From an optimization exercise on the open Yosys and OpenROAD flow, aimed at small area, a short achievable clock period and few clock cycles per item; shortcuts taken in it are not production practice. Function was checked by simulation only, so behaviour that the tests miss may differ from the original. Power is estimated from default activity; no workload was simulated.

==> flow/design.v <==
module regfile (
  input  logic        clk,
  input  logic        rst,
  input  logic        we,        
  input  logic [3:0]  wa,
  input  logic [31:0] wd,
  output logic [15:1] vld_next,  
  input  logic [15:1] sel1,
  input  logic        bp1,
  input  logic [31:0] bv1,
  input  logic [15:1] sel2,
  input  logic        bp2,
  input  logic [31:0] bv2,
  output logic [31:0] rd1,
  output logic [31:0] rd2
);
  logic [15:1][31:0] regs;
  logic [15:1]       vld;
  logic [15:1]       wsel;
  always_comb begin
    for (int k = 1; k < 16; k++) begin
      wsel[k]     = we && (wa == k);
      vld_next[k] = vld[k] | wsel[k];
    end
  end
  always_ff @(posedge clk) begin
    for (int k = 1; k < 16; k++) begin
      if (rst)           vld[k] <= 1'b0;
      else if (wsel[k])  vld[k] <= 1'b1;
      if (wsel[k])       regs[k] <= wd;
    end
  end
  always_comb begin
    rd1 = {32{bp1}} & bv1;
    rd2 = {32{bp2}} & bv2;
    for (int k = 1; k < 16; k++) begin
      rd1 = rd1 | ({32{sel1[k]}} & regs[k]);
      rd2 = rd2 | ({32{sel2[k]}} & regs[k]);
    end
  end
endmodule
module miniRV_top (
  input  logic        clk,
  input  logic        rst,
  output logic [31:0] imem_addr,
  input  logic [31:0] imem_rdata,
  output logic        dmem_we,
  output logic [31:0] dmem_addr,
  output logic [3:0]  dmem_wmask,
  output logic [31:0] dmem_wdata,
  input  logic [31:0] dmem_rdata,
  output logic        halt
);
  logic [31:2] pc;           
  logic [31:0] ir;           
  logic        x_wr;         
  logic        x_ld;         
  logic        x_st;         
  logic        x_jmp;        
  logic        x_add;        
  logic        x_lui;
  logic [3:0]  x_rd;
  logic [15:1] sel1, sel2;   
  logic        fw1, fw2;     
  logic        m_wr;         
  logic        m_ld;
  logic        m_lbu;
  logic [3:0]  m_rd;
  logic [31:0] m_res;        
  logic        st_q;
  logic [3:0]  wmask_q;
  logic [31:0] wdata_q;
  logic        halt_q;
  assign imem_addr  = {pc, 2'b00};
  assign dmem_we    = st_q;
  assign dmem_addr  = {m_res[31:2], 2'b00};
  assign dmem_wmask = wmask_q;
  assign dmem_wdata = wdata_q;
  assign halt       = halt_q;
  logic [31:0] wb;
  logic [7:0]  ld_byte;
  always_comb begin
    case (m_res[1:0])
      2'd0: ld_byte = dmem_rdata[7:0];
      2'd1: ld_byte = dmem_rdata[15:8];
      2'd2: ld_byte = dmem_rdata[23:16];
      default: ld_byte = dmem_rdata[31:24];
    endcase
    if (!m_ld)      wb = m_res;
    else if (m_lbu) wb = {24'd0, ld_byte};
    else            wb = dmem_rdata;
  end
  logic [15:1] vld_next;
  logic [31:0] v1, v2;
  regfile u_regfile (
    .clk      (clk),
    .rst      (rst),
    .we       (m_wr),
    .wa       (m_rd),
    .wd       (wb),
    .vld_next (vld_next),
    .sel1     (sel1),
    .bp1      (fw1),
    .bv1      (m_res),
    .sel2     (sel2),
    .bp2      (fw2),
    .bv2      (m_res),
    .rd1      (v1),
    .rd2      (v2)
  );
  logic [31:0] fi;
  assign fi = imem_rdata;
  logic f_lui, f_jalr, f_ebreak, f_add, f_store, f_load;
  assign f_lui    = ~fi[6] &  fi[2];
  assign f_jalr   =  fi[6] & ~fi[4];
  assign f_ebreak =  fi[6] &  fi[4];
  assign f_add    = ~fi[6] &  fi[5] & fi[4] & ~fi[2];
  assign f_store  = ~fi[6] &  fi[5] & ~fi[4];
  assign f_load   = ~fi[5] & ~fi[4];
  logic [3:0] f_rs1, f_rs2, f_rd;
  assign f_rd  = fi[10:7];
  assign f_rs1 = fi[18:15];
  assign f_rs2 = fi[23:20];
  logic f_use1, f_use2;
  assign f_use1 = ~f_lui;
  assign f_use2 = f_add | f_store;
  logic stall;
  assign stall = x_wr & x_ld & ((f_use1 & (f_rs1 == x_rd)) | (f_use2 & (f_rs2 == x_rd)));
  logic f_fw1, f_fw2;
  assign f_fw1 = x_wr & ~x_ld & (f_rs1 == x_rd) & f_use1;
  assign f_fw2 = x_wr & ~x_ld & (f_rs2 == x_rd);
  logic [15:1] f_sel1, f_sel2;
  always_comb begin
    for (int k = 1; k < 16; k++) begin
      f_sel1[k] = (f_rs1 == k) && vld_next[k] && !f_fw1 && f_use1;
      f_sel2[k] = (f_rs2 == k) && vld_next[k] && !f_fw2;
    end
  end
  logic [31:0] imm;
  assign imm[31:12] = x_lui ? ir[31:12] : {20{ir[31]}};
  assign imm[11:5]  = x_lui ? 7'd0 : ir[31:25];
  assign imm[4:0]   = x_lui ? 5'd0 : (x_st ? ir[11:7] : ir[24:20]);
  logic [31:0] opb, sum;
  assign opb = x_add ? v2 : imm;
  assign sum = v1 + opb;
  logic f_go;    
  assign f_go = ~stall & ~x_jmp;
  always_ff @(posedge clk) begin
    if (rst) begin
      x_wr   <= 1'b0;
      x_st   <= 1'b0;
      x_jmp  <= 1'b0;
      halt_q <= 1'b0;
      m_wr   <= 1'b0;
      st_q   <= 1'b0;
    end else begin
      x_wr   <= f_go & ~f_store & (f_rd != 4'd0);
      x_st   <= f_go & f_store;
      x_jmp  <= f_go & f_jalr;
      halt_q <= f_go & f_ebreak;
      m_wr   <= x_wr;
      st_q   <= x_st;
    end
  end
  logic        pc_en;
  logic [31:2] pc_d;
  assign pc_en = rst | x_jmp | ~stall;
  assign pc_d  = ({30{rst}} & 30'h2000_0000)
               | ({30{~rst & x_jmp}} & sum[31:2])
               | ({30{~rst & ~x_jmp}} & (pc + 30'd1));
  always_ff @(posedge clk) begin
    if (pc_en) pc <= pc_d;
  end
  always_ff @(posedge clk) begin
    ir    <= fi;
    x_ld  <= f_load;
    x_add <= f_add;
    x_lui <= f_lui;
    x_rd  <= f_rd;
    sel1  <= f_sel1;
    sel2  <= f_sel2;
    fw1   <= f_fw1;
    fw2   <= f_fw2;
    m_ld    <= x_ld;
    m_lbu   <= ir[14];
    m_rd    <= x_rd;
    m_res   <= x_jmp ? {pc, 2'b00} : sum;
    wmask_q <= ir[13] ? 4'b1111 : (4'b0001 << sum[1:0]);
    wdata_q <= ir[13] ? v2 : {4{v2[7:0]}};
  end
endmodule
==> flow/flow/run.sh <==
#!/bin/bash
# Layout flow: the standard ORFS flow (standard.sh, unchanged synthesis) with
#  - timing repair asked to leave a setup margin, so that the layout is optimised for a
#    period well below the design's 13 ns (the SDC itself is not changed),
#  - port buffers of a plain buffer cell (buf_4) instead of the delay-buffer cell that
#    buffer_ports picks by default, and sizing not limited to same-footprint cells,
#    so that the port buffers can be sized like any other cell.
# make's full output goes to standard.log in the work folder; ORFS's per-step logs are
# under orfs/logs/.
set -euo pipefail
export SETUP_SLACK_MARGIN=${FLOW_SETUP_MARGIN:-9.0}
export BUFFER_PORTS_ARGS="-buffer_cell sky130_fd_sc_hd__buf_4"
bash standard.sh MATCH_CELL_FOOTPRINT=0 finish > standard.log 2>&1
==> flow/standard.sh <==
#!/bin/bash
# synth_recipe.tcl (not shown) runs the flow's synth.tcl, then flattens the netlist and writes it again
# the make line also repeats each setting of config.mk as NAME=value (left out here)
make -C /OpenROAD-flow-scripts/flow DESIGN_CONFIG=/design/flow/config.mk WORK_HOME=/design/flow/orfs CLKGATE_MAP_FILE= SYNTH_SCRIPT=/design/flow/synth_recipe.tcl "${@:-finish}"
==> flow/config.mk <==
export PLATFORM = sky130hd
export DESIGN_NAME = miniRV_top
export DESIGN_NICKNAME = miniRV_top
export VERILOG_FILES = /design/flow/design.v
export SDC_FILE = /design/flow/constraint.sdc
export NUM_CORES = 4
export LEC_CHECK = 0
export CAP_MARGIN = 20
export CORE_MARGIN = 2
export CORE_UTILIZATION = 60
export SLEW_MARGIN = 20
==> flow/constraint.sdc <==
create_clock -name core_clock -period 13.0 [get_ports {clk}]
set_input_delay 2.6000 -clock core_clock [delete_from_list [all_inputs] [get_ports {clk}]]
set_output_delay 2.6000 -clock core_clock [all_outputs]
set_load 0.01 [all_outputs]
==> results by group, run 1 <==
Pwr
  – Leakage: 12.07 nW
  – Seq pwr share: 0.525
  – Net Switching: between 1 and 1.5 mW
  – Comb power frac: 0.071
  – Overall Power: around 4.7 mW
  – Clk pwr share: 0.404
  – Net Sw Frac: 0.2374
  – Internal Power: between 3 and 4 mW
  – Cell Pwr Density: around 140 nW/um^2
  – Worst vdd ir: 119.1 uV

STA
  – Minimum clock period: 4307 ps
  – Fmax: 232.2 MHz
  – RSZ-0062 raised after global routing: yes
  – Clk_skew: 39.57 ps
  – Final TNS setup: 0 ps
  – Final Slew Violations: 0
  – Hold Fails Final Rpt: 0
  – Worst-margin pin slew: ~1100 ps
  – Rel. slew slack: 0.2638
  – Setup Viol. Count Final: 0
  – Tcrit/Tclk final: 0.3313

Flow run
  – Max_cap viols: 0

Die
  – Initial Util: 0.6052
  – Die width: between 200 and 250 um
  – I/O pin count: 168
  – Core ar.: 47550 um^2
  – Num rows: 80
  – Die Ht: 223.0 um
  – Die ar.: 49720 um^2

Synthesis
  – Avg Cell Area, Syn: ~13 um^2
  – Warnings from Yosys: 2
  – Ys flop type: edfxtp_1
  – Synthesized area: ~29000 um^2
  – Distinct cell type count after synthesis: 60
  – Sequential area share after synthesis: 0.6401
  – Ys async rst share: 0
  – Flops & latches, synth: 665
  – Number of synthesized flops with an enable pin: between 500 and 600
  – Synthesized instance count: 2232

Worst setup path
  – CP cell instances: buf_8, a22o_1, a221oi_2, nand4_1, ha_2, inv_2, fa_2, nor2b_2, o31a_1, nor4b_4, o21ai_2, buf_4, o2111ai_4, a21oi_2, nor3_2, xor2_1, a211oi_1
  – Crit. End Element: flop
  – WP data required: 13310 ps
  – CP Max Fanout: 32
  – Crit-path leading delay family: compound AO/OA/AOI/OAI gates
  – Arrival time at the worst endpoint: between 4000 and 5000 ps
  – WS Path Type: flop to flop
  – Worst Setup Start Kind: flop
  – CP Buf/Inv Count: 3
  – Max incr delay on CP: approximately 400 ps
  – CP max stage cell: nand4_1

Routing
  – Via Count: 23730
  – Routed wire per std cell: 36.96 um
  – DRC Markers: 0
  – Final ANT Viol Nets: 0
  – Detailed Route WL: between 100000 and 150000 um
  – DRT iter0 DRCs: ~4900
  – Vias per inst: approximately 7.7
  – Pre-antenna DRT Iters: 7

Final layout
  – Final nets: roughly 2500
  – Final core utilization: 0.7228
  – Post-route cell area: 34370 um^2
  – Filler instances: 3180
  – Layout cells sized above 1: 0.2198
  – Antenna diodes: 0
  – P&R area growth vs syn: 19.44%

Global routing
  – Total track usage: 0.4440
  – Initial antenna violation count: 1
  – Pin count of the biggest net entering global routing: 101
  – GR Util met1: 0.5623
  – Gr busiest metal: met2
  – GR Overflow Total: 0
  – M3 GR Usage: 0.2073
  – First-pass GRT wire length: 155000 um
  – Vias in the first global route: between 20000 and 25000
  – GR Layer Usage met2: 0.6303

Clock tree
  – Worst-path clk slew: 60 ps
  – Clk sink count: between 600 and 700
  – Longest Clk Path Bufs: 3
  – H-tree levels: 3
  – Hold bufs inserted after CTS: 0
  – Worst-Skew Late Latency: around 630 ps
  – Total CTS buffers: 67
  – Root Buffer: clkbuf_16
  – CTS tree: built

Placement
  – GP Congestion: approximately 0.95
  – Dpl hpwl: 61780 um
  – Buffers added on ports: 160
  – DP Area: 30550 um^2

Min path
  – Min-Delay Path Class: flop to flop

Run status
  – Outcome: finished clean
==> flip-flops by register name, indices dropped and copies added (netlist names), 15 cells and up <==
signal          count
sel1               15
m_res              32
pc                 30
ir                 22
sel2               15
u_regfile.regs    480
u_regfile.vld      15
wdata_q            32
==> metal layers <==
metal / vias to the layer above / wire [um] / share of wire
met2: 2418 / 47010 / 0.41
li1: 9389 / - / -
met5: - / 18 / 0.00016
met3: 556 / 21400 / 0.19
met4: 2 / 7976 / 0.070
met1: 11370 / 37980 / 0.33
==> worst register-to-register path: cells and delay by family (launching register included) <==
| kind | cells | cell delay, ps |
|---|---|---|
| buf+inv | 3 | 430 |
| flops | 1 | 320 |
| simple gates | 4 | 1010 |
| fa+ha+maj | 2 | 570 |
| compound gates | 7 | 1400 |
| xor+xnor | 1 | 280 |
==> per-stage QoR <==
step           instances  setup WS (ps)  hold slack (ps)
4_1_cts             3059           8927            399.1
3_5_place_dp        2897           8148            387.4
2_1_floorplan       2235           9013            331.5
6_report            3095           8693            394.7
3_3_place_gp        2894           8171            391.4
5_1_grt             3095           8630            418.1
==> power by group through the flow <==
| stage | clock (mW) | sequential, mW | combinational, mW |
|---|---|---|---|
| final | 1.88 | 2.44 | 0.333 |
| after global routing | 1.96 | 2.44 | 0.353 |
| after CTS | 1.88 | 2.44 | 0.310 |
| after detailed placement | 0 | 2.48 | 0.300 |
| after global placement | 0 | 2.48 | 0.293 |
| after floorplan | 0 | 2.45 | 0.178 |
==> Yosys cell counts (all sizes together) (2+ instances only) <==
cell type	n	area, um^2
buf	49	311.5
edfxtp	510	15310
nor2b	11	68.82
nor4	9	71.32
o22ai	5	31.28
a22oi	162	1216
and3	4	25.02
clkbuf	126	473.0
dfxtp	155	3103
o31ai	3	27.52
nand2	94	352.8
a221oi	176	1541
a211o	3	26.28
a21oi	84	431.7
or2	2	12.51
xor2	23	201.4
o21a	4	30.03
and2	2	12.51
o21ai	71	366.6
a21boi	3	22.52
nor3b	2	15.01
a311oi	2	17.52
nand4	68	425.4
nand3	51	255.2
mux4	8	180.2
nor3	35	180.2
nand2b	14	87.58
nor2	148	555.5
o21bai	5	37.54
a22o	179	1568
mux2i	14	140.1
or3	3	18.77
inv	41	153.9
a21o	20	150.1
o31a	2	17.52
a211oi	49	377.9
ha	32	400.4
xnor2	41	359.1
and4	5	46.29
nand3b	6	45.04
==> path summary, 6_finish.rpt <==
kind                   start          endpoint  slack, ps  depth (start not counted)
min           ir[14]$_DFF_P_     m_lbu$_DFF_P_        390                          0
max reg2reg  sel1[7]$_DFF_P_  pc[30]$_DFFE_PP_       8690                         17
max          sel1[7]$_DFF_P_  pc[30]$_DFFE_PP_       8690                         17
min reg2reg   ir[14]$_DFF_P_     m_lbu$_DFF_P_        390                          0
==> cells in the final DEF, fill, tap and decap left out, drive strengths merged, types with 84 or more instances in the layout <==
master and count:
nor2 148, a22o 179, edfxtp 510, nand2 94, buf 287, a22oi 162, a221oi 176, a21oi 84
clkbuf 105, dfxtp 155
==> logic make-up (layout without fill, tap and decap cells) <==
| kind of cell | after synthesis | in the layout | synth area share |
|---|---|---|---|
| AO/OA/AOI/OAI | 773 | 773 | 0.2051 |
| XOR/XNOR | 64 | 64 | 0.01948 |
| adder cells (fa/ha/maj) | 33 | 33 | 0.01461 |
| buffers and inverters | 216 | 461 | 0.03261 |
| flip-flops | 665 | 665 | 0.6401 |
| multiplexers | 23 | 23 | 0.01152 |
| other | 1 | 4 | 0.0001303 |
| AND/OR/NAND/NOR | 457 | 457 | 0.07644 |
==> repair_timing <==
action / CTS / global route
hold endpoints to repair: 0 / 0
endpoints found under the setup margin: 70 / 67
gates resized for setup: 122 / 116
buffers inserted: 37 / 29
pin swaps: 25 / 65
gates cloned: 6 / 5
==> final cells by class <==
| type | instances | area, um^2 | area share |
|---|---|---|---|
| clock buffer | 91 | 1922 | 0.05592 |
| clock inverter | 28 | 192.7 | 0.005607 |
| inverter | 41 | 153.9 | 0.004478 |
| multi-input combinational | 1354 | 10060 | 0.2927 |
| sequential | 665 | 18490 | 0.5380 |
| tap | 615 | 769.5 | 0.02239 |
| timing repair buffer | 301 | 2780 | 0.08089 |
Testbench counts, summed over its fixed seeds: cycles 33,477, instructions 31,279.
==> run 2: changes to the inputs <==
==> flow/flow/run.sh (replaced) <==
#!/bin/bash
# Layout flow: the standard ORFS flow (standard.sh, unchanged synthesis) with
#  - timing repair asked to leave a setup margin, so that the layout is optimised for a
#    period well below the design's 13 ns (the SDC itself is not changed),
#  - port buffers of a plain buffer cell (buf_2) instead of the delay-buffer cell that
#    buffer_ports picks by default, and sizing not limited to same-footprint cells,
#    so that the port buffers can be sized like any other cell.
# make's full output goes to standard.log in the work folder; ORFS's per-step logs are
# under orfs/logs/.
set -euo pipefail
export SETUP_SLACK_MARGIN=${FLOW_SETUP_MARGIN:-9.0}
export BUFFER_PORTS_ARGS="-buffer_cell sky130_fd_sc_hd__buf_2"
bash standard.sh MATCH_CELL_FOOTPRINT=0 finish > standard.log 2>&1
--- a/flow/config.mk
+++ b/flow/config.mk
@@ -9,3 +9,5 @@
 export CORE_MARGIN = 2
 export CORE_UTILIZATION = 60
+export CTS_CLUSTER_DIAMETER = 60
+export CTS_CLUSTER_SIZE = 30
 export SLEW_MARGIN = 20
==> results by group, run 2 <==
Worst setup path
  – Crit. End Element: flop
  – CP Launch Point: sel1[5]$_DFF_P_
  – CP Max Fanout: 16 (-50%)
  – CP max stage cell: nand4_1
  – Arrival time at the worst endpoint: 4480 ps (-130 ps)
  – Reg-to-reg critical path startpoint: sel1[5]$_DFF_P_
  – WS Path Type: flop to flop
  – Worst reg2reg path endpoint: pc[31]$_DFFE_PP_
  – WP data required: 13310 ps (about the same)
  – R2R setup slack: 8830 ps (+140 ps)
  – Crit path capture: pc[31]$_DFFE_PP_
  – CP cell instances: buf_12, a22o_1, a221oi_2, nand4_1, ha_4, and4_4, nand2_4, a211oi_4, nor4_4, buf_4, a211o_4, a21oi_4, o21ai_2, xnor2_2, a22oi_1
  – Max incr delay on CP: 530 ps (+140 ps)
  – Worst Setup Start Kind: flop
  – Worst-case reg-to-reg path depth: 15 (-2)

Die
  – I/O pin count: 168 (unchanged)
  – Die Ht: 223.0 um (unchanged)
  – Die ar.: 49720 um^2 (unchanged)
  – Num rows: 80 (unchanged)
  – Core ar.: 47550 um^2 (unchanged)
  – Die width: 223.0 um (unchanged)
  – Initial Util: 0.6052 (unchanged)

STA
  – Final Slew Violations: 0 (unchanged)
  – Minimum clock period: 4168 ps (-139.2 ps)
  – Fmax: 239.9 MHz (+3.3%)
  – Final TNS setup: 0 ps (unchanged)
  – Worst-margin pin slew: 1046 ps (-52.86 ps)
  – Setup Viol. Count Final: 0 (unchanged)
  – RSZ-0062 raised after global routing: yes
  – Minimum setup slack in the final design: 8832 ps (+139.2 ps)
  – Hold Fails Final Rpt: 0 (unchanged)
  – Rel. slew slack: 0.3023 (+0.03856)
  – Clk_skew: 47.45 ps (+7.883 ps)
  – Hold slack: 403.7 ps (+8.935 ps)
  – Tcrit/Tclk final: 0.3206 (-0.01071)

Final layout
  – Area occupied by multi-input gates: 10060 um^2 (about the same)
  – Commonest cells after routing, fill and taps aside: edfxtp_1, a22o_1, buf_2
  – Sequential cell area: 18500 um^2 (about the same)
  – Max reg flops: 480 (unchanged)
  – Layout cells sized above 1: 0.2231 (+0.003322)
  – Largest regs: u_regfile.regs (480), m_res (32), wdata_q (32)
  – Filler instances: 3190 (+0.31%)
  – Final core utilization: 0.7071 (-0.01571)
  – Final nets: 2526 (-0.12%)
  – Register name with the most flops: u_regfile.regs
  – P&R area growth vs syn: 16.85%
  – Most common cell after layout, fill and taps aside: edfxtp_1

Synthesis
  – Post-Synth Simple-Gate Area: 0.07644 (unchanged)
  – Distinct cell type count after synthesis: 60 (unchanged)
  – Ys async rst share: 0 (unchanged)
  – XOR/XNOR share of the synthesized area: 0.01948 (unchanged)
  – Number of synthesized flops with an enable pin: 510 (unchanged)
  – Flops & latches, synth: 665 (unchanged)
  – Top cell type by total area after synthesis: edfxtp_1
  – Synthesized area: 28770 um^2 (unchanged)
  – Warnings from Yosys: 2 (unchanged)
  – Post-synth top area share: 0.5322 (unchanged)
  – Largest family of logic cells by synthesized area: compound AO/OA/AOI/OAI gates
  – Mux cell area share after synthesis: 0.01152 (unchanged)
  – Post-Synth Adder-Cell Area: 0.01461 (unchanged)
  – Ys flop type: edfxtp_1
  – Synth top cells by count: edfxtp_1, a22o_1, a221oi_1
  – Avg Cell Area, Syn: 12.89 um^2 (unchanged)
  – Top cells by area, synth: edfxtp_1, dfxtp_1, a22o_1
  – Synthesized instance count: 2232 (unchanged)
  – Compound-Gate Fraction of Synth Area: 0.2051 (unchanged)
  – Sequential area share after synthesis: 0.6401 (unchanged)
  – Count leader, synth: edfxtp_1

Routing
  – Routed wire per std cell: 37.57 um (+1.7%)
  – DRC Markers: 0 (unchanged)
  – Vias per inst: 7.699 (+0.39%)
  – Final ANT Viol Nets: 0 (unchanged)
  – Via Count: 23700 (-0.16%)
  – Detailed Route WL: 115600 um (+1.1%)
  – DRT iter0 DRCs: 4973 (+2.5%)
  – Pre-antenna DRT Iters: 8 (+1)

Clock tree
  – Longest Clk Path Bufs: 3 (unchanged)
  – H-tree levels: 2 (-1)
  – Worst-path clk slew: 100 ps (+40 ps)
  – Total CTS buffers: 44 (-34%)
  – Clk sink count: 665 (unchanged)
  – Worst-Skew Late Latency: 640 ps (about the same)
  – Root Buffer: clkbuf_16
  – CTS tree: built

Run status
  – Outcome: finished clean

Global routing
  – GR Overflow Total: 0 (unchanged)
  – Vias in the first global route: 22140 (-0.032%)
  – First-pass GRT wire length: 158200 um (+2.1%)
  – Total track usage: 0.4528 (+0.008778)
  – GR Util met1: 0.5744 (+0.01210)
  – Gr busiest metal: met2
  – Pin count of the biggest net entering global routing: 104 (+3.0%)
  – M3 GR Usage: 0.1986 (-0.008692)
  – Initial antenna violation count: 1 (unchanged)
  – GR Layer Usage met2: 0.6414 (+0.01109)

Pwr
  – Leakage: 11.82 nW (-2.1%)
  – Worst vdd ir: 125.7 uV (+5.5%)
  – Cell Pwr Density: 127.3 nW/um^2 (-6.1%)

Placement
  – Dpl ws: 8043 ps (-104.6 ps)
  – GP Congestion: 0.9275 (-2.0%)
  – Dpl hpwl: 62060 um (+0.46%)
  – Buffers added on ports: 160 (unchanged)

Flow run
  – Max_cap viols: 0 (unchanged)

Min path
  – Min-Delay Path Class: flop to flop
## run 2: cell counts after synthesis
Identical to the previous run, type by type.
## run 2: layout make-up
type | instances | area share
inverters | 41 | 0.004577
clock buffers | 48 | 0.03413
diodes | 2 | 0.0001489
well taps | 615 | 0.02289
flip-flops and latches | 665 | 0.5504
clock inverters | 32 | 0.01169
repair buffers | 321 | 0.07707
multi-input cells | 1354 | 0.2991
## run 2: kinds of logic (layout without fill, tap and decap cells)
family                   count (synthesis)  count (layout)
XOR/XNOR                                64              64
buffers and inverters                  216             442
flip-flops                             665             665
multiplexers                            23              23
other                                    1               6
adder cells (fa/ha/maj)                 33              33
AND/OR/NAND/NOR                        457             457
AO/OA/AOI/OAI                          773             773
## run 2: layer usage
metal | wire (um) | part of all wire | vias to the layer above
li1 | - | - | 9364
met1 | 38260 | 0.33 | 11200
met2 | 47120 | 0.41 | 2503
met3 | 21420 | 0.19 | 629
met4 | 8846 | 0.076 | 0
met5 | 0 | 0 | -
## run 2: per-stage QoR
step,area [um^2],cells,total power [mW]
4_1_cts,32920,3032,4.244
6_report,33620,3078,4.279
2_1_floorplan,28790,2235,2.628
3_3_place_gp,30160,2898,2.757
3_5_place_dp,30180,2902,2.766
5_1_grt,33620,3076,4.365
## run 2: worst min-delay path by stage
stage / startpoint / end / slack (ps) / cells after the start
after global routing: x_ld$_DFF_P_ / m_ld$_DFF_P_ / 400 / 0
after global placement: x_ld$_DFF_P_ / m_ld$_DFF_P_ / 390 / 0
after CTS: x_ld$_DFF_P_ / m_ld$_DFF_P_ / 400 / 0
after detailed placement: x_ld$_DFF_P_ / m_ld$_DFF_P_ / 390 / 0
after floorplan: ir[14]$_DFF_P_ / m_lbu$_DFF_P_ / 330 / 0
final: ir[14]$_DFF_P_ / m_lbu$_DFF_P_ / 400 / 0
## run 2: worst max-delay path: cells and delay by family, from the launching register on
family	cells	cell delay, ps
compound gates	7	1520
xor+xnor	1	190
fa+ha+maj	1	530
buf+inv	2	320
flops	1	360
simple gates	4	880
## run 2: power breakdown
group          internal (mW)  total [mW]  switching (mW)
combinational          0.103       0.316           0.213
sequential              2.37        2.44          0.0706
clock                  0.706        1.52           0.818
total                   3.18        4.28            1.10
## run 2: repair_timing
item	4_1_cts	5_1_grt
resized for setup	182	69
pin swaps	44	54
endpoints found under the setup margin	82	37
setup buffers	41	41
cloned	9	3
hold buffers	0	0
==> run 3: changes to the inputs <==
--- a/flow/flow/run.sh
+++ b/flow/flow/run.sh
@@ -9,5 +9,5 @@
 # under orfs/logs/.
 set -euo pipefail
-export SETUP_SLACK_MARGIN=${FLOW_SETUP_MARGIN:-9.0}
+export SETUP_SLACK_MARGIN=${FLOW_SETUP_MARGIN:-9.4}
 export BUFFER_PORTS_ARGS="-buffer_cell sky130_fd_sc_hd__buf_2"
 bash standard.sh MATCH_CELL_FOOTPRINT=0 finish > standard.log 2>&1
--- a/flow/config.mk
+++ b/flow/config.mk
@@ -6,4 +6,5 @@
 export NUM_CORES = 4
 export LEC_CHECK = 0
+export ABC_AREA = 1
 export CAP_MARGIN = 20
 export CORE_MARGIN = 2
==> results by group, run 3 <==
Synthesis
  – Post-Synth Adder-Cell Area: 0.01366 (-0.0009521)
  – Distinct cell type count after synthesis: 52 (-13%)
  – Avg Cell Area, Syn: 9.628 um^2 (-25%)
  – Ys async rst share: 0 (unchanged)
  – Top cells by area, synth: edfxtp_1, nand2_1, dfxtp_1
  – Compound-Gate Fraction of Synth Area: 0.1117 (-0.09345)
  – Mux cell area share after synthesis: 0 (-0.01152)
  – Post-synth top area share: 0.4976 (-0.03468)
  – Warnings from Yosys: 2 (unchanged)
  – Synthesized instance count: 3197 (+43%)
  – Number of synthesized flops with an enable pin: 510 (unchanged)
  – Post-Synth Simple-Gate Area: 0.2093 (+0.1328)
  – Sequential area share after synthesis: 0.5984 (-0.04171)
  – Largest family of logic cells by synthesized area: simple AND/OR/NAND/NOR gates
  – Top cell type by total area after synthesis: edfxtp_1
  – Flops & latches, synth: 665 (unchanged)
  – Synth top cells by count: nand2_1, edfxtp_1, inv_1
  – XOR/XNOR share of the synthesized area: 0.006220 (-0.01326)
  – Ys flop type: edfxtp_1
  – Synthesized area: 30780 um^2 (+7.0%)
  – Count leader, synth: nand2_1

Routing
  – Pre-antenna DRT Iters: 9 (+1)
  – DRT iter0 DRCs: 5736 (+15%)
  – Routed wire per std cell: 31.16 um (-17%)
  – Final ANT Viol Nets: 0 (unchanged)
  – Vias per inst: 6.819 (-11%)
  – DRC Markers: 0 (unchanged)
  – Via Count: 28410 (+20%)
  – Detailed Route WL: 129800 um (+12%)

STA
  – Final Slew Violations: 0 (unchanged)
  – Setup Viol. Count Final: 0 (unchanged)
  – RSZ-0062 raised after global routing: yes
  – Fmax: 253.1 MHz (+5.5%)
  – Hold Fails Final Rpt: 0 (unchanged)
  – Worst-margin pin slew: 1263 ps (+216.5 ps)
  – Final TNS setup: 0 ps (unchanged)
  – Clk_skew: 37.72 ps (-9.737 ps)
  – Minimum clock period: 3951 ps (-216.8 ps)
  – Rel. slew slack: 0.1502 (-0.1521)
  – Hold slack: 419.7 ps (+15.99 ps)
  – Tcrit/Tclk final: 0.3040 (-0.01668)

Placement
  – Dpl hpwl: 75470 um (+22%)
  – Buffers added on ports: 160 (unchanged)
  – GP Congestion: 1.009 (+8.8%)

Die
  – Die ar.: 53130 um^2 (+6.8%)
  – I/O pin count: 168 (unchanged)
  – Die Ht: 230.5 um (+3.4%)
  – Initial Util: 0.6036 (-0.001548)
  – Core ar.: 50990 um^2 (+7.2%)
  – Die width: 230.5 um (+3.4%)
  – Num rows: 83 (+3.8%)

Clock tree
  – Clk sink count: 665 (unchanged)
  – Worst-path clk slew: 100 ps (about the same)
  – Longest Clk Path Bufs: 3 (unchanged)
  – Hold bufs inserted after CTS: 0 (unchanged)
  – H-tree levels: 2 (unchanged)
  – Total CTS buffers: 45 (+2.3%)
  – CTS tree: built
  – Worst-Skew Late Latency: 640 ps (about the same)
  – Root Buffer: clkbuf_16

Final layout
  – Most common cell after layout, fill and taps aside: nand2_1
  – Register name with the most flops: u_regfile.regs
  – Max reg flops: 480 (unchanged)
  – P&R area growth vs syn: 18.92%
  – Largest regs: u_regfile.regs (480), m_res (32), wdata_q (32)
  – Layout cells sized above 1: 0.1920 (-0.03106)
  – Final nets: 3546 (+40%)
  – Commonest cells after routing, fill and taps aside: nand2_1, edfxtp_1, inv_1

Worst setup path
  – CP Max Fanout: 2 (-14)
  – WS Path Type: flop to primary output
  – Crit-path leading delay family: flip-flops
  – Worst Setup Start Kind: flop
  – CP max stage cell: edfxtp_1
  – WP data required: 10400 ps (-2910 ps)
  – CP cell instances: buf_2
  – CP Buf/Inv Count: 1 (-1)
  – Crit. End Element: primary output
  – Max incr delay on CP: 520 ps (about the same)
  – Arrival time at the worst endpoint: 1350 ps (-3130 ps)

Run status
  – Outcome: finished clean

Global routing
  – Initial antenna violation count: 5 (+4)
  – Pin count of the biggest net entering global routing: 36 (-65%)
  – Vias in the first global route: 25840 (+17%)
  – GR Overflow Total: 0 (unchanged)
  – First-pass GRT wire length: 178200 um (+13%)
  – Total track usage: 0.4763 (+0.02351)

Pwr
  – Cell Pwr Density: 120.7 nW/um^2 (-5.1%)
  – Leakage: 14.55 nW (+23%)
  – Worst vdd ir: 161.7 uV (+29%)

Min path
  – Min-Delay Path Class: flop to flop

Flow run
  – Max_cap viols: 0 (unchanged)
## run 3: changes by cell type after synthesis, sizes merged, moves of 28 or more
cell    before  now
o22ai        5   53
o21ai       71  135
a22o       179   46
nand4       68  107
a221oi     176  104
inv         41  288
nand2       94  978
a211oi      49   11
nand3       51  160
clkbuf     126   84
a22oi      162    0
buf         49   77
a21oi       84  120
## run 3: metal layers
| metal | up-vias | global-route usage | wire, um |
|---|---|---|---|
| li1 | 11710 | - | - |
| met1 | 13070 | 0.6185 | 43190 |
| met2 | 2899 | 0.6706 | 52930 |
| met3 | 727 | 0.1553 | 21890 |
| met4 | 4 | 0.3468 | 11770 |
| met5 | - | 0 | 25 |
## run 3: stage by stage
stage            util  cell area, um^2  cells  setup slack, ps  power [mW]
6_report       0.7178            36600   4166             9049       4.419
5_1_grt        0.7177            36600   4164             9057       4.508
4_1_cts        0.6952            35450   4117             9065       4.367
3_5_place_dp   0.6329            32270   3935             8358       2.776
3_3_place_gp   0.6329            32270   3935             8431       2.768
2_1_floorplan       -            30870   3200             9150       2.632
## run 3: repair_timing
action	CTS	global route
endpoints found under the setup margin	193	160
buffers inserted	94	44
pin swaps	23	37
gates resized for setup	189	183
gates cloned	4	2
## run 3: final timing paths
kind                            cells after the start               end        startpoint  slack, ps
worst max-delay path                                1     imem_addr[23]  pc[23]$_DFFE_PP_       9050
worst min-delay path                                0      m_ld$_DFF_P_      x_ld$_DFF_P_        420
worst max register to register                     18  pc[27]$_DFFE_PP_   sel1[1]$_DFF_P_       9260
worst min register to register                      0      m_ld$_DFF_P_      x_ld$_DFF_P_        420
## run 3: final cells by class
type | instances | area (um^2)
diodes | 2 | 5.005
clock buffers | 51 | 1212
clock inverters | 33 | 432.9
fillers | 3781 | 14390
inverters | 289 | 1111
multi-input cells | 2086 | 11320
flip-flops and latches | 665 | 18570
well taps | 680 | 850.8
repair buffers | 360 | 3107
## run 3: where the power goes
part	total (mW)	internal (mW)	leakage (nW)	switching (mW)
logic	0.424	0.134	7.73	0.290
clock network	1.59	0.736	0.788	0.854
registers	2.41	2.37	6.03	0.0358
## run 3: logic make-up after synthesis
group	count (synthesis)
xor+xnor	21
other cells	1
simple gates	1508
compound gates	519
flops	665
buf+inv	450
fa+ha+maj	33
==> run 4: changes to the inputs <==
--- a/flow/flow/run.sh
+++ b/flow/flow/run.sh
@@ -5,9 +5,11 @@
 #  - port buffers of a plain buffer cell (buf_2) instead of the delay-buffer cell that
 #    buffer_ports picks by default, and sizing not limited to same-footprint cells,
-#    so that the port buffers can be sized like any other cell.
+#    so that the port buffers can be sized like any other cell,
+#  - clock tree sinks clustered 30 to a buffer within 60 um, with no dummy loads.
 # make's full output goes to standard.log in the work folder; ORFS's per-step logs are
 # under orfs/logs/.
 set -euo pipefail
-export SETUP_SLACK_MARGIN=${FLOW_SETUP_MARGIN:-9.4}
+export SETUP_SLACK_MARGIN=${FLOW_SETUP_MARGIN:-9.0}
+export CTS_ARGS="-sink_clustering_enable -repair_clock_nets -dont_use_dummy_load -sink_clustering_size 30 -sink_clustering_max_diameter 60"
 export BUFFER_PORTS_ARGS="-buffer_cell sky130_fd_sc_hd__buf_2"
 bash standard.sh MATCH_CELL_FOOTPRINT=0 finish > standard.log 2>&1
--- a/flow/config.mk
+++ b/flow/config.mk
@@ -6,9 +6,6 @@
 export NUM_CORES = 4
 export LEC_CHECK = 0
-export ABC_AREA = 1
 export CAP_MARGIN = 20
 export CORE_MARGIN = 2
-export CORE_UTILIZATION = 60
-export CTS_CLUSTER_DIAMETER = 60
-export CTS_CLUSTER_SIZE = 30
+export CORE_UTILIZATION = 70
 export SLEW_MARGIN = 20
==> results by group, run 4 <==
Run status
  – Outcome: finished clean

Final layout
  – Commonest cells after routing, fill and taps aside: edfxtp_1, a22o_1, a22oi_1, buf_2, a221oi_1
  – Max reg flops: 480 (unchanged)
  – Most common cell after layout, fill and taps aside: edfxtp_1
  – P&R area growth vs syn: 15.03%
  – Register name with the most flops: u_regfile.regs
  – Final nets: 2522 (-29%)
  – Layout cells sized above 1: 0.2160 (+0.02401)
  – Largest regs: u_regfile.regs (480), m_res (32), wdata_q (32)
  – Post-route cell area: 33100 um^2 (-9.6%)

Worst setup path
  – Worst reg2reg path endpoint: pc[30]$_DFFE_PP_
  – Arrival time at the worst endpoint: 4470 ps (+3120 ps)
  – R2R setup slack: 8810 ps (-450 ps)
  – Reg-to-reg critical path startpoint: sel1[10]$_DFF_P_
  – WP data required: 13290 ps (+2890 ps)
  – Crit. End Element: flop
  – CP Max Fanout: 32 (+30)
  – Worst Setup Start Kind: flop
  – WS Path Type: flop to flop
  – Worst-case reg-to-reg path depth: 15 (-3)

Pwr
  – Net Switching: 0.9456 mW (-20%)
  – Internal Power: 2.993 mW (-7.6%)
  – Seq pwr share: 0.621 (+0.077)
  – Clk pwr share: 0.299 (-0.061)
  – Leakage: 11.60 nW (-20%)
  – Comb power frac: 0.081 (-0.015)
  – Cell Pwr Density: 119.0 nW/um^2 (-1.4%)
  – Worst vdd ir: 116.5 uV (-28%)
  – Net Sw Frac: 0.2401 (-0.02679)
  – Overall Power: 3.939 mW (-11%)

Routing
  – DRT iter0 DRCs: 6061 (+5.7%)
  – DRC Markers: 0 (unchanged)
  – Detailed Route WL: 116700 um (-10%)
  – Pre-antenna DRT Iters: 12 (+3)
  – Routed wire per std cell: 39.51 um (+27%)
  – Via Count: 24530 (-14%)
  – Final ANT Viol Nets: 0 (unchanged)
  – Vias per inst: 8.305 (+22%)

Placement
  – Dpl hpwl: 59580 um (-21%)
  – Buffers added on ports: 160 (unchanged)
  – DP Area: 30040 um^2 (-6.9%)
  – Dpl ws: 8093 ps (-265.7 ps)
  – GP Congestion: 0.9854 (-2.3%)

Die
  – Initial Util: 0.7063 (+0.1027)
  – Die ar.: 42740 um^2 (-20%)
  – Die Ht: 206.7 um (-10%)
  – Core ar.: 40740 um^2 (-20%)
  – Die width: 206.7 um (-10%)
  – Num rows: 74 (-11%)
  – I/O pin count: 168 (unchanged)

STA
  – Rel. slew slack: 0.3132 (+0.1630)
  – Final TNS setup: 0 ps (unchanged)
  – Final Slew Violations: 0 (unchanged)
  – Worst-margin pin slew: 1023 ps (-239.7 ps)
  – Tcrit/Tclk final: 0.3222 (+0.01826)
  – Fmax: 238.7 MHz (-5.7%)
  – Clk_skew: 70.13 ps (+32.42 ps)
  – Minimum setup slack in the final design: 8811 ps (-237.4 ps)
  – Minimum clock period: 4189 ps (+237.4 ps)
  – Setup Viol. Count Final: 0 (unchanged)
  – RSZ-0062 raised after global routing: yes
  – Hold Fails Final Rpt: 0 (unchanged)

Global routing
  – Vias in the first global route: 22460 (-13%)
  – Pin count of the biggest net entering global routing: 95 (+160%)
  – Total track usage: 0.5139 (+0.03757)
  – First-pass GRT wire length: 152600 um (-14%)
  – Initial antenna violation count: 5 (unchanged)
  – GR Overflow Total: 0 (unchanged)

Synthesis
  – Count leader, synth: edfxtp_1
  – Post-synth top area share: 0.5322 (+0.03468)
  – Ys async rst share: 0 (unchanged)
  – Distinct cell type count after synthesis: 60 (+15%)
  – Top cells by area, synth: edfxtp_1, dfxtp_1, a22o_1
  – Warnings from Yosys: 2 (unchanged)
  – Flops & latches, synth: 665 (unchanged)
  – Synth top cells by count: edfxtp_1, a22o_1, a221oi_1
  – Sequential area share after synthesis: 0.6401 (+0.04171)
  – Synthesized instance count: 2232 (-30%)
  – Ys flop type: edfxtp_1
  – Number of synthesized flops with an enable pin: 510 (unchanged)
  – Avg Cell Area, Syn: 12.89 um^2 (+34%)
  – Synthesized area: 28770 um^2 (-6.5%)
  – Top cell type by total area after synthesis: edfxtp_1

Min path
  – Worst Hold End: m_lbu$_DFF_P_
  – Min-Delay Path Class: flop to flop
  – Hold path depth: 0 (unchanged)
  – Hold path startpoint: ir[14]$_DFF_P_

Clock tree
  – Worst-path clk slew: 100 ps (about the same)
  – Longest Clk Path Bufs: 3 (unchanged)
  – H-tree levels: 2 (unchanged)
  – Hold bufs inserted after CTS: 0 (unchanged)
  – CTS tree: built
  – Root Buffer: clkbuf_16
  – Total CTS buffers: 38 (-16%)
  – Worst-Skew Late Latency: 610 ps (-30 ps)
  – Clk sink count: 665 (unchanged)

Flow run
  – Max_cap viols: 0 (unchanged)
==> run 4: changes by cell type in the layout (fill, tap and decap cells not counted), sizes merged, moves of 21 or more <==
cell    change
a22oi     +162
o21ai      -64
a211oi     +38
buf        -56
nand2     -884
a221oi     +72
xnor2      +27
nor2       -21
a22o      +133
nand4      -39
a21oi      -36
inv       -257
nand3     -110
o22ai      -48
==> run 4: layout make-up <==
type,instances,area (um^2)
inverters,41,153.9
fillers,2146,7640
flip-flops and latches,665,18520
repair buffers,323,2723
diodes,1,2.502
well taps,532,665.6
multi-input cells,1354,10090
clock buffers,38,950.9
==> run 4: worst max path at each step <==
stage | start | end | slack (ps) | cells after the start
5_1_grt | sel1[2]$_DFF_P_ | pc[30]$_DFFE_PP_ | 8750 | 17
4_1_cts | sel1[1]$_DFF_P_ | pc[30]$_DFFE_PP_ | 8930 | 14
6_report | sel1[10]$_DFF_P_ | pc[30]$_DFFE_PP_ | 8810 | 15
3_5_place_dp | rst | pc[29]$_DFFE_PP_ | 8090 | 4
3_3_place_gp | rst | pc[27]$_DFFE_PP_ | 8050 | 4
2_1_floorplan | imem_rdata[6] | pc[10]$_DFFE_PP_ | 9010 | 5
==> run 4: metrics by stage <==
step | std cells | utilization | hold slack, ps
global route | 2953 | 0.8124 | 407.0
global placement | 2808 | 0.7365 | 389.7
finish | 2954 | 0.8125 | 407.0
detailed placement | 2815 | 0.7373 | 381.8
CTS | 2889 | 0.7835 | 396.6
floorplan | 2235 | - | 331.5
==> run 4: routing by layer <==
layer / global-route usage / up-vias / share of wire
met4: 0.3333 / 8 / 0.091
li1: - / 9308 / -
met5: 0.004608 / - / 0.00095
met3: 0.2936 / 853 / 0.21
met2: 0.7086 / 2966 / 0.40
met1: 0.6156 / 11400 / 0.30
==> run 4: power groups by stage <==
stage / Clock [mW] / Combinational, mW / Sequential (mW)
2_1_floorplan: 0 / 0.178 / 2.45
3_3_place_gp: 0 / 0.263 / 2.48
3_5_place_dp: 0 / 0.273 / 2.48
4_1_cts: 1.15 / 0.283 / 2.44
5_1_grt: 1.22 / 0.334 / 2.44
6_report: 1.18 / 0.317 / 2.45
==> run 4: critical path, stage by stage (launching register included) <==
cell and delay [ps]:
dfxtp_1 320, buf_6 250, a22o_1 260, a221oi_1 320, nand4_1 450, ha_4 410
a21oi_1 200, o22ai_1 140, a311oi_2 390, o21ai_4 160, o2111ai_2 230, a21oi_1 90
nor3_1 220, xor2_1 170, buf_4 150, a211oi_2 70
==> run 4: cells by family after synthesis <==
| kind of cell | count (synthesis) | share of synthesized area |
|---|---|---|
| compound gates | 773 | 0.2051 |
| xor+xnor | 64 | 0.01948 |
| fa+ha+maj | 33 | 0.01461 |
| buf+inv | 216 | 0.03261 |
| flops | 665 | 0.6401 |
| mux | 23 | 0.01152 |
| other cells | 1 | 0.0001303 |
| simple gates | 457 | 0.07644 |
==> run 4: repair_timing <==
action / 4_1_cts / 5_1_grt
buffers inserted: 28 / 50
gates resized for setup: 155 / 122
setup endpoints to repair: 70 / 45
hold endpoints to repair: 0 / 0
gates cloned: 8 / 10
pin swaps: 39 / 62
==> run 5: changes to the inputs <==
--- a/flow/config.mk
+++ b/flow/config.mk
@@ -8,4 +8,4 @@
 export CAP_MARGIN = 20
 export CORE_MARGIN = 2
-export CORE_UTILIZATION = 70
+export CORE_UTILIZATION = 60
 export SLEW_MARGIN = 20
==> results by group, run 5 <==
Run status
  – Outcome: finished clean

Synthesis
  – Warnings from Yosys: 2 (unchanged)
  – Ys async rst share: 0 (unchanged)
  – Synth top cells by count: edfxtp_1, a22o_1, a221oi_1
  – Top cell type by total area after synthesis: edfxtp_1
  – Avg Cell Area, Syn: 12.89 um^2 (unchanged)
  – Synthesized area: 28770 um^2 (unchanged)
  – Synthesized instance count: 2232 (unchanged)
  – Count leader, synth: edfxtp_1
  – Post-synth top area share: 0.5322 (unchanged)
  – Sequential area share after synthesis: 0.6401 (unchanged)
  – Top cells by area, synth: edfxtp_1, dfxtp_1, a22o_1
  – Number of synthesized flops with an enable pin: 510 (unchanged)
  – Ys flop type: edfxtp_1
  – Distinct cell type count after synthesis: 60 (unchanged)
  – Flops & latches, synth: 665 (unchanged)

Worst setup path
  – R2R setup slack: 8910 ps (+100 ps)
  – Reg-to-reg critical path startpoint: sel2[9]$_DFF_P_
  – CP Max Fanout: 32 (unchanged)
  – Crit. End Element: flop
  – Max incr delay on CP: 380 ps (-70 ps)
  – CP Buf/Inv Count: 1 (-1)
  – Arrival time at the worst endpoint: 4390 ps (-80 ps)
  – Worst Setup Start Kind: flop
  – Worst reg2reg path endpoint: pc[24]$_DFFE_PP_
  – WS Path Type: flop to flop
  – Worst-case reg-to-reg path depth: 16 (+1)
  – Crit-path leading delay family: compound AO/OA/AOI/OAI gates
  – CP cell instances: buf_12, a22o_1, a221oi_1, nand3_1, nor2_4, o22ai_1, ha_1, nor2b_2, o31a_1, nor4b_4, o21ai_4, o21a_1, a21oi_4, o21bai_1, xnor2_1, a211oi_2
  – WP data required: 13290 ps (about the same)
  – CP max stage cell: ha_1

Final layout
  – Non-Filler Instances: 3051 (+3.3%)
  – Area occupied by multi-input gates: 10100 um^2 (+0.15%)
  – P&R area growth vs syn: 15.88%
  – Post-route cell area: 33340 um^2 (+0.74%)
  – Layout cells sized above 1: 0.2182 (+0.002133)
  – Filler instances: 3264 (+52%)
  – Largest regs: u_regfile.regs (480), m_res (32), wdata_q (32)
  – Register name with the most flops: u_regfile.regs
  – Final nets: 2535 (+0.52%)
  – Commonest cells after routing, fill and taps aside: edfxtp_1, a22o_1, buf_2
  – Max reg flops: 480 (unchanged)
  – Most common cell after layout, fill and taps aside: edfxtp_1
  – Sequential cell area: 18500 um^2 (about the same)

Global routing
  – Initial antenna violation count: 6 (+1)
  – Gr busiest metal: met2
  – M3 GR Usage: 0.1933 (-0.1002)
  – GR Overflow Total: 0 (unchanged)
  – Pin count of the biggest net entering global routing: 104 (+9.5%)
  – GR Util met1: 0.5722 (-0.04341)
  – Vias in the first global route: 22080 (-1.7%)
  – First-pass GRT wire length: 156800 um (+2.7%)
  – GR Layer Usage met2: 0.6311 (-0.07740)
  – Total track usage: 0.4486 (-0.06525)

STA
  – Minimum clock period: 4091 ps (-97.28 ps)
  – Worst-margin pin slew: 1075 ps (+51.27 ps)
  – Final TNS setup: 0 ps (unchanged)
  – Clk_skew: 68.00 ps (-2.137 ps)
  – Final Slew Violations: 0 (unchanged)
  – Setup Viol. Count Final: 0 (unchanged)
  – Tcrit/Tclk final: 0.3147 (-0.007483)
  – Minimum setup slack in the final design: 8909 ps (+97.28 ps)
  – Rel. slew slack: 0.2836 (-0.02960)
  – Hold Fails Final Rpt: 0 (unchanged)
  – Fmax: 244.4 MHz (+2.4%)
  – RSZ-0062 raised after global routing: yes

Placement
  – GP Congestion: 0.9275 (-5.9%)
  – DP Area: 30180 um^2 (+0.47%)
  – Dpl hpwl: 62060 um (+4.2%)
  – Buffers added on ports: 160 (unchanged)
  – Placed Cells: 2902 (+3.1%)
  – Dpl ws: 8043 ps (-49.08 ps)

Clock tree
  – H-tree levels: 2 (unchanged)
  – CTS tree: built
  – Worst-Skew Late Latency: 640 ps (+30 ps)
  – Clk sink count: 665 (unchanged)
  – Total CTS buffers: 44 (+16%)
  – Longest Clk Path Bufs: 3 (unchanged)
  – Worst-path clk slew: 100 ps (about the same)
  – Root Buffer: clkbuf_16

Routing
  – Routed wire per std cell: 37.93 um (-4.0%)
  – Pre-antenna DRT Iters: 9 (-3)
  – Vias per inst: 7.692 (-7.4%)
  – Final ANT Viol Nets: 0 (unchanged)
  – DRC Markers: 0 (unchanged)
  – Via Count: 23470 (-4.3%)
  – DRT iter0 DRCs: 4555 (-25%)
  – Detailed Route WL: 115700 um (-0.84%)

Pwr
  – Cell Pwr Density: 121.0 nW/um^2 (+1.7%)
  – Leakage: 11.69 nW (+0.80%)
  – Worst vdd ir: 106.2 uV (-8.9%)

Die
  – Die ar.: 49720 um^2 (+16%)
  – Initial Util: 0.6052 (-0.1011)
  – Die width: 223.0 um (+7.9%)
  – Die Ht: 223.0 um (+7.9%)
  – Num rows: 80 (+8.1%)
  – I/O pin count: 168 (unchanged)
  – Core ar.: 47550 um^2 (+17%)

Min path
  – Min-Delay Path Class: flop to flop
  – Hold path depth: 0 (unchanged)
  – Worst Hold End: m_ld$_DFF_P_
  – Hold path startpoint: x_ld$_DFF_P_

Flow run
  – Max_cap viols: 0 (unchanged)
[run 5: layer usage]
metal	wire (um)	up-vias
li1	-	9350
met1	38250	11070
met2	46560	2447
met3	21690	594
met4	9113	10
met5	116	-
[run 5: cell type report]
class                           instances  area share
Antenna cell                            2   0.0001501
Clock buffer                           44     0.03302
Inverter                               41    0.004615
Multi-Input combinational cell       1354      0.3030
Sequential cell                       665      0.5549
Tap cell                              615     0.02308
Timing Repair Buffer                  330     0.08128
[run 5: how the worst max path moves through the flow]
stage	start	end	slack, ps	cells past startpoint
after global placement	sel1[14]$_DFF_P_	pc[20]$_DFFE_PP_	8020	16
after global routing	sel2[9]$_DFF_P_	pc[24]$_DFFE_PP_	8790	16
after floorplan	imem_rdata[6]	pc[10]$_DFFE_PP_	9010	5
after detailed placement	rst	pc[23]$_DFFE_PP_	8040	4
final	sel2[9]$_DFF_P_	pc[24]$_DFFE_PP_	8910	16
after CTS	fw1$_DFF_P_	pc[19]$_DFFE_PP_	9010	17
[run 5: cells by family after synthesis]
kind of cell,share of synthesized area
fa+ha+maj,0.01461
compound gates,0.2051
simple gates,0.07644
flops,0.6401
xor+xnor,0.01948
buf+inv,0.03261
other cells,0.0001303
mux,0.01152
[run 5: through the flow]
stage	util	hold WS (ps)	power (mW)
detailed placement	0.6348	385.2	2.766
global placement	0.6343	392.4	2.757
finish	0.7013	405.2	4.036
CTS	0.6823	393.4	3.999
floorplan	-	331.5	2.628
global route	0.7012	394.6	4.122
[run 5: repair_timing]
action	CTS	global route
hold buffers	0	0
gates resized for setup	176	86
pin swaps	45	48
setup buffers	43	46
endpoints found under the setup margin	80	36
gates cloned	8	6
[run 5: where the power goes]
group,internal [mW],switching (mW),leakage [nW]
clock network,0.598,0.682,0.542
registers,2.37,0.0697,6.01
logic,0.104,0.214,5.14
total,3.07,0.965,11.7
==> run 6: changes to the inputs <==
--- a/flow/flow/run.sh
+++ b/flow/flow/run.sh
@@ -10,5 +10,5 @@
 # under orfs/logs/.
 set -euo pipefail
-export SETUP_SLACK_MARGIN=${FLOW_SETUP_MARGIN:-9.0}
+export SETUP_SLACK_MARGIN=${FLOW_SETUP_MARGIN:-9.3}
 export CTS_ARGS="-sink_clustering_enable -repair_clock_nets -dont_use_dummy_load -sink_clustering_size 30 -sink_clustering_max_diameter 60"
 export BUFFER_PORTS_ARGS="-buffer_cell sky130_fd_sc_hd__buf_2"
==> results by group, run 6 <==
Worst setup path
  – CP Launch Point: sel1[11]$_DFF_P_
  – CP Max Fanout: 11 (-66%)
  – Max incr delay on CP: 460 ps (+80 ps)
  – CP max stage cell: ha_4
  – Most used cell, CP: nand4_1
  – Reg-to-reg critical path startpoint: sel1[11]$_DFF_P_
  – WS Path Type: flop to flop
  – Crit-path leading delay family: compound AO/OA/AOI/OAI gates
  – CP cell instances: buf_12, a22o_1, a221oi_2, nand4_1, ha_4, and2_4, nand4_1, buf_6, a211oi_4, nor4_4, buf_4, a211o_4, a21oi_4, nor2_2, xor2_2, a211oi_2
  – Arrival time at the worst endpoint: 4330 ps (-60 ps)
  – Worst Setup Start Kind: flop
  – Crit. End Element: flop
  – CP Buf/Inv Count: 3 (+2)
  – WP data required: 13280 ps (about the same)

STA
  – Minimum clock period: 4048 ps (-43.48 ps)
  – Tcrit/Tclk final: 0.3114 (-0.003345)
  – Fmax: 247.0 MHz (+1.1%)
  – Worst-margin pin slew: 1045 ps (-29.71 ps)
  – Final TNS setup: 0 ps (unchanged)
  – Rel. slew slack: 0.2988 (+0.01513)
  – Clk_skew: 74.03 ps (+6.030 ps)
  – RSZ-0062 raised after global routing: yes
  – Hold Fails Final Rpt: 0 (unchanged)
  – Minimum setup slack in the final design: 8952 ps (+43.48 ps)
  – Hold slack: 416.9 ps (+11.65 ps)
  – Final Slew Violations: 0 (unchanged)
  – Setup Viol. Count Final: 0 (unchanged)

Pwr
  – Comb power frac: 0.100 (+0.021)
  – Cell Pwr Density: 114.6 nW/um^2 (-5.3%)
  – Leakage: 12.62 nW (+7.9%)
  – Worst vdd ir: 147.0 uV (+38%)
  – Net Sw Frac: 0.2405 (+0.001386)
  – Net Switching: 0.9771 mW (+1.2%)
  – Seq pwr share: 0.593 (-0.011)
  – Clk pwr share: 0.306 (-0.011)
  – Internal Power: 3.085 mW (+0.46%)

Final layout
  – Largest regs: u_regfile.regs (480), m_res (32), wdata_q (32)
  – Final nets: 2666 (+5.2%)
  – Commonest cells after routing, fill and taps aside: edfxtp_1, buf_4, a22o_1
  – Layout cells sized above 1: 0.3006 (+0.08243)
  – Most common cell after layout, fill and taps aside: edfxtp_1
  – Register name with the most flops: u_regfile.regs
  – Max reg flops: 480 (unchanged)
  – P&R area growth vs syn: 23.15%
  – Non-Filler Instances: 3182 (+4.3%)
  – Final core utilization: 0.7453 (+0.04395)

Synthesis
  – Sequential area share after synthesis: 0.6401 (unchanged)
  – Compound-Gate Fraction of Synth Area: 0.2051 (unchanged)
  – Top cells by area, synth: edfxtp_1, dfxtp_1, a22o_1
  – Warnings from Yosys: 2 (unchanged)
  – Synth top cells by count: edfxtp_1, a22o_1, a221oi_1
  – Count leader, synth: edfxtp_1
  – Synthesized area: 28770 um^2 (unchanged)
  – Largest family of logic cells by synthesized area: compound AO/OA/AOI/OAI gates
  – XOR/XNOR share of the synthesized area: 0.01948 (unchanged)
  – Post-synth top area share: 0.5322 (unchanged)
  – Synthesized instance count: 2232 (unchanged)
  – Post-Synth Adder-Cell Area: 0.01461 (unchanged)
  – Number of synthesized flops with an enable pin: 510 (unchanged)
  – Post-Synth Simple-Gate Area: 0.07644 (unchanged)
  – Avg Cell Area, Syn: 12.89 um^2 (unchanged)
  – Top cell type by total area after synthesis: edfxtp_1
  – Flops & latches, synth: 665 (unchanged)
  – Mux cell area share after synthesis: 0.01152 (unchanged)
  – Distinct cell type count after synthesis: 60 (unchanged)
  – Ys flop type: edfxtp_1
  – Ys async rst share: 0 (unchanged)

Routing
  – Routed wire per std cell: 38.65 um (+1.9%)
  – DRT iter0 DRCs: 5151 (+13%)
  – Vias per inst: 7.711 (+0.25%)
  – Via Count: 24540 (+4.6%)
  – Final ANT Viol Nets: 0 (unchanged)
  – Detailed Route WL: 123000 um (+6.3%)
  – DRC Markers: 0 (unchanged)
  – Pre-antenna DRT Iters: 9 (unchanged)

Run status
  – Outcome: finished clean

Flow run
  – Max_cap viols: 0 (unchanged)

Min path
  – Min-Delay Path Class: flop to flop
  – Hold path startpoint: x_ld$_DFF_P_

Global routing
  – Total track usage: 0.4852 (+0.03662)
  – Vias in the first global route: 23010 (+4.2%)
  – Pin count of the biggest net entering global routing: 97 (-6.7%)
  – Initial antenna violation count: 3 (-3)
  – GR Overflow Total: 0 (unchanged)
  – First-pass GRT wire length: 167200 um (+6.7%)

Die
  – Core ar.: 47550 um^2 (unchanged)
  – I/O pin count: 168 (unchanged)
  – Die ar.: 49720 um^2 (unchanged)
  – Initial Util: 0.6052 (unchanged)
  – Die width: 223.0 um (unchanged)
  – Num rows: 80 (unchanged)
  – Die Ht: 223.0 um (unchanged)

Clock tree
  – Clk sink count: 665 (unchanged)
  – Worst-Skew Late Latency: 620 ps (-20 ps)
  – Longest Clk Path Bufs: 3 (unchanged)
  – Worst-path clk slew: 110 ps (about the same)
  – CTS tree: built
  – Root Buffer: clkbuf_16
  – H-tree levels: 2 (unchanged)
  – Total CTS buffers: 42 (-4.5%)

Placement
  – Dpl hpwl: 62180 um (+0.18%)
  – Placed Cells: 2896 (-0.21%)
  – Dpl ws: 8145 ps (+101.8 ps)
  – Buffers added on ports: 160 (unchanged)
  – GP Congestion: 0.9263 (-0.13%)
-- run 6: kinds of logic (layout without fill, tap and decap cells) --
logic type      count (synthesis)  in the layout
compound gates                773            773
fa+ha+maj                      33             33
flops                         665            665
buf+inv                       216            546
simple gates                  457            457
other cells                     1              6
mux                            23             23
xor+xnor                       64             64
-- run 6: worst paths after layout --
kind,end,slack [ps],cells after the start
max,pc[25]$_DFFE_PP_,8950,16
min,m_ld$_DFF_P_,420,0
min reg2reg,m_ld$_DFF_P_,420,0
max reg2reg,pc[25]$_DFFE_PP_,8950,16
-- run 6: area by class of cell --
type | instances | area (um^2)
Sequential cell | 665 | 18630
Fill cell | 3024 | 12110
Multi-Input combinational cell | 1354 | 10650
Timing Repair Buffer | 463 | 4175
Clock buffer | 42 | 1051
Tap cell | 615 | 769.5
Inverter | 41 | 153.9
Antenna cell | 2 | 5.005
-- run 6: metrics by stage --
step                      instance area [um^2]  total power, mW
after floorplan                          28820            2.629
after global placement                   30170            2.758
after detailed placement                 30180            2.766
after CTS                                34610            4.005
after global routing                     35430            4.145
final                                    35430            4.062
-- run 6: timing repair --
action / CTS / global route
pin swaps: 60 / 73
gates resized for setup: 369 / 92
cloned: 26 / 0
hold buffers: 0 / 0
buffers inserted: 174 / 41
endpoints found under the setup margin: 158 / 151
-- run 6: power groups by stage --
stage | logic [mW] | registers [mW] | clock network [mW]
global placement | 0.280 | 2.48 | 0
global route | 0.426 | 2.41 | 1.31
detailed placement | 0.287 | 2.48 | 0
CTS | 0.367 | 2.41 | 1.23
floorplan | 0.179 | 2.45 | 0
finish | 0.407 | 2.41 | 1.24
-- run 6: layer usage --
metal,vias to the layer above,track usage,routed length [um]
li1,9631,-,-
met3,646,0.2547,23130
met4,8,0.3263,10060
met1,11740,0.5840,39920
met2,2515,0.6740,49630
met5,-,0.01955,253
==> run 7: changes to the inputs <==
--- a/flow/flow/run.sh
+++ b/flow/flow/run.sh
@@ -10,5 +10,5 @@
 # under orfs/logs/.
 set -euo pipefail
-export SETUP_SLACK_MARGIN=${FLOW_SETUP_MARGIN:-9.3}
+export SETUP_SLACK_MARGIN=${FLOW_SETUP_MARGIN:-8.8}
 export CTS_ARGS="-sink_clustering_enable -repair_clock_nets -dont_use_dummy_load -sink_clustering_size 30 -sink_clustering_max_diameter 60"
 export BUFFER_PORTS_ARGS="-buffer_cell sky130_fd_sc_hd__buf_2"
==> results by group, run 7 <==
Routing
  – DRT iter0 DRCs: 4896 (-5.0%)
  – Vias per inst: 7.725 (+0.18%)
  – Via Count: 23270 (-5.2%)
  – Final ANT Viol Nets: 0 (unchanged)
  – Detailed Route WL: 113300 um (-7.9%)
  – DRC Markers: 0 (unchanged)
  – Routed wire per std cell: 37.61 um (-2.7%)
  – Pre-antenna DRT Iters: 6 (-3)

STA
  – Clk_skew: 71.12 ps (-2.908 ps)
  – Worst-margin pin slew: 1066 ps (+21.54 ps)
  – Final Slew Violations: 0 (unchanged)
  – Tcrit/Tclk final: 0.3275 (+0.01613)
  – Final TNS setup: 0 ps (unchanged)
  – Fmax: 234.9 MHz (-4.9%)
  – Hold Fails Final Rpt: 0 (unchanged)
  – Rel. slew slack: 0.2843 (-0.01446)
  – Setup Viol. Count Final: 0 (unchanged)
  – Minimum clock period: 4258 ps (+209.7 ps)
  – RSZ-0062 raised after global routing: no

Final layout
  – Filler instances: 3322 (+9.9%)
  – Commonest cells after routing, fill and taps aside: edfxtp_1, a22o_1, buf_2
  – Layout cells sized above 1: 0.1866 (-0.1140)
  – Register name with the most flops: u_regfile.regs
  – Final nets: 2497 (-6.3%)
  – Non-Filler Instances: 3012 (-5.3%)
  – Largest regs: u_regfile.regs (480), m_res (32), wdata_q (32)
  – Most common cell after layout, fill and taps aside: edfxtp_1
  – P&R area growth vs syn: 13.42%
  – Area occupied by multi-input gates: 9882 um^2 (-7.2%)
  – Sequential cell area: 18480 um^2 (-0.84%)
  – Max reg flops: 480 (unchanged)

Synthesis
  – Top cells by area, synth: edfxtp_1, dfxtp_1, a22o_1
  – Number of synthesized flops with an enable pin: 510 (unchanged)
  – Warnings from Yosys: 2 (unchanged)
  – Synthesized instance count: 2232 (unchanged)
  – Synth top cells by count: edfxtp_1, a22o_1, a221oi_1
  – Synthesized area: 28770 um^2 (unchanged)
  – Flops & latches, synth: 665 (unchanged)
  – Avg Cell Area, Syn: 12.89 um^2 (unchanged)
  – Distinct cell type count after synthesis: 60 (unchanged)
  – Ys async rst share: 0 (unchanged)
  – Post-synth top area share: 0.5322 (unchanged)
  – Top cell type by total area after synthesis: edfxtp_1
  – Count leader, synth: edfxtp_1
  – Ys flop type: edfxtp_1
  – Sequential area share after synthesis: 0.6401 (unchanged)

Global routing
  – Initial antenna violation count: 5 (+2)
  – Pin count of the biggest net entering global routing: 104 (+7.2%)
  – First-pass GRT wire length: 152000 um (-9.1%)
  – Vias in the first global route: 21660 (-5.9%)
  – GR Overflow Total: 0 (unchanged)
  – Total track usage: 0.4331 (-0.05211)

Die
  – Core ar.: 47550 um^2 (unchanged)
  – Die ar.: 49720 um^2 (unchanged)
  – Num rows: 80 (unchanged)
  – Initial Util: 0.6052 (unchanged)
  – I/O pin count: 168 (unchanged)
  – Die Ht: 223.0 um (unchanged)
  – Die width: 223.0 um (unchanged)

Placement
  – Placed Cells: 2902 (+0.21%)
  – Dpl hpwl: 62060 um (-0.18%)
  – Buffers added on ports: 160 (unchanged)
  – GP Congestion: 0.9275 (+0.13%)

Worst setup path
  – Worst Setup Start Kind: flop
  – CP max stage cell: dfxtp_1
  – WS Path Type: flop to flop
  – Arrival time at the worst endpoint: 4530 ps (+200 ps)
  – Crit. End Element: flop
  – CP Max Fanout: 28 (+17)
  – CP cell instances: buf_12, a221oi_1, nand3_1, nor2_4, o21ai_0, ha_4, and4_4, nand2_1, a211oi_4, nor4_4, buf_4, a211o_4, a21oi_2, o21ai_1, xnor2_1, a22oi_1
  – WP data required: 13270 ps (about the same)
  – Max incr delay on CP: 470 ps (about the same)

Clock tree
  – H-tree levels: 2 (unchanged)
  – Clk sink count: 665 (unchanged)
  – Total CTS buffers: 44 (+4.8%)
  – Worst-Skew Late Latency: 640 ps (+20 ps)
  – Root Buffer: clkbuf_16
  – Worst-path clk slew: 100 ps (about the same)
  – CTS tree: built
  – Longest Clk Path Bufs: 3 (unchanged)
  – Hold bufs inserted after CTS: 0 (unchanged)

Flow run
  – Max_cap viols: 0 (unchanged)

Run status
  – Outcome: finished clean

Pwr
  – Cell Pwr Density: 123.4 nW/um^2 (+7.6%)
  – Leakage: 11.39 nW (-9.7%)
  – Worst vdd ir: 106.3 uV (-28%)

Min path
  – Min-Delay Path Class: flop to flop
-- run 7: cell types whose count changed in the layout (fill, tap and decap cells not counted), sizes merged --
cell and delta:
buf -154, clkbuf -15, diode -1
-- run 7: cell families (layout without fill, tap and decap cells) --
kind of cell | after synthesis | after routing | synth area share
buffers and inverters | 216 | 377 | 0.03261
AOI/OAI and AO/OA | 773 | 773 | 0.2051
other | 1 | 5 | 0.0001303
DFF | 665 | 665 | 0.6401
and+or+nand+nor | 457 | 457 | 0.07644
muxes | 23 | 23 | 0.01152
xor gates and xnor gates | 64 | 64 | 0.01948
adders and majority gates | 33 | 33 | 0.01461
-- run 7: report_power, final --
group | internal (mW) | switching, mW
clock network | 0.599 | 0.682
logic | 0.0992 | 0.210
registers | 2.37 | 0.0693
total | 3.07 | 0.961
-- run 7: cell type report --
type,instances,area share
Antenna cell,1,0.00007668
Clock buffer,44,0.03374
Inverter,41,0.004716
Multi-Input combinational cell,1354,0.3028
Sequential cell,665,0.5661
Tap cell,615,0.02358
Timing Repair Buffer,292,0.06897
-- run 7: worst paths after layout --
| check | from | end | slack (ps) | cells past startpoint |
|---|---|---|---|---|
| worst min-delay path | x_ld$_DFF_P_ | m_ld$_DFF_P_ | 400 | 0 |
| worst max register to register | sel2[15]$_DFF_P_ | pc[31]$_DFFE_PP_ | 8740 | 16 |
| worst min register to register | x_ld$_DFF_P_ | m_ld$_DFF_P_ | 400 | 0 |
| worst max-delay path | sel2[15]$_DFF_P_ | pc[31]$_DFFE_PP_ | 8740 | 16 |
-- run 7: metal layers --
metal / track usage / routed length (um)
met5: 0 / 161
met4: 0.2176 / 6682
met3: 0.1792 / 20510
met2: 0.6296 / 47220
met1: 0.5614 / 38690
-- run 7: critical path, delay by kind of cell, from the launching register on --
family / cells / cell delay [ps]
adder cells (fa/ha/maj): 1 / 330
buffers and inverters: 2 / 440
AO/OA/AOI/OAI: 7 / 1560
flip-flops: 1 / 470
AND/OR/NAND/NOR: 5 / 800
XOR/XNOR: 1 / 260
-- run 7: what timing repair did --
action | CTS | global route
resized for setup | 64 | 124
pin swaps | 14 | 45
setup buffers | 10 | 46
gates cloned | 0 | 9
endpoints found under the setup margin | 67 | 29
-- run 7: stage by stage --
stage	utilization	setup WS [ps]	hold WS [ps]	cell area (um^2)	total power, mW
floorplan	-	9013	331.5	28790	2.628
global placement	0.6343	8021	392.4	30160	2.757
finish	0.6864	8742	401.4	32640	4.027
detailed placement	0.6348	8043	385.2	30180	2.766
global route	0.6863	8724	394.6	32630	4.112
CTS	0.6641	8750	393.4	31570	3.993

port drivers added, routing unchanged:
In the flow no input, the clock included, has a driving cell. The finished layouts below were timed again as built, in two steps.
Step 1 assumes that a clkbuf_16 drives the clock port and a buf_2 every other input.
Step 2 also shifts input and output timing later by t, the mid clock arrival at the registers, as if the neighbouring blocks saw the same clock.
Three values: ideal, step 1, step 2; two values: the first two.
run | shift t [ns] | slack for setup (ns) | worst setup path after step 2
run 1 | 0.672 | 8.693 / 8.693 / 8.550 | input to register
run 2 | 0.677 | 8.832 / 8.832 / 8.529 | input to register
run 3 | 0.688 | 9.049 / 8.981 / 8.787 | input to register
run 4 | 0.644 | 8.811 / 8.811 / 8.549 | input to register
run 5 | 0.667 | 8.909 / 8.909 / 8.502 | input to register
run 6 | 0.645 | 8.952 / 8.952 / 8.743 | input to register
run 7 | 0.671 | 8.742 / 8.742 / 8.228 | input to register
After both steps every run listed still meets setup and hold. The setup slack of run 7, which loses most, moves by 0.000 ns with the drivers and by -0.514 ns with both steps.
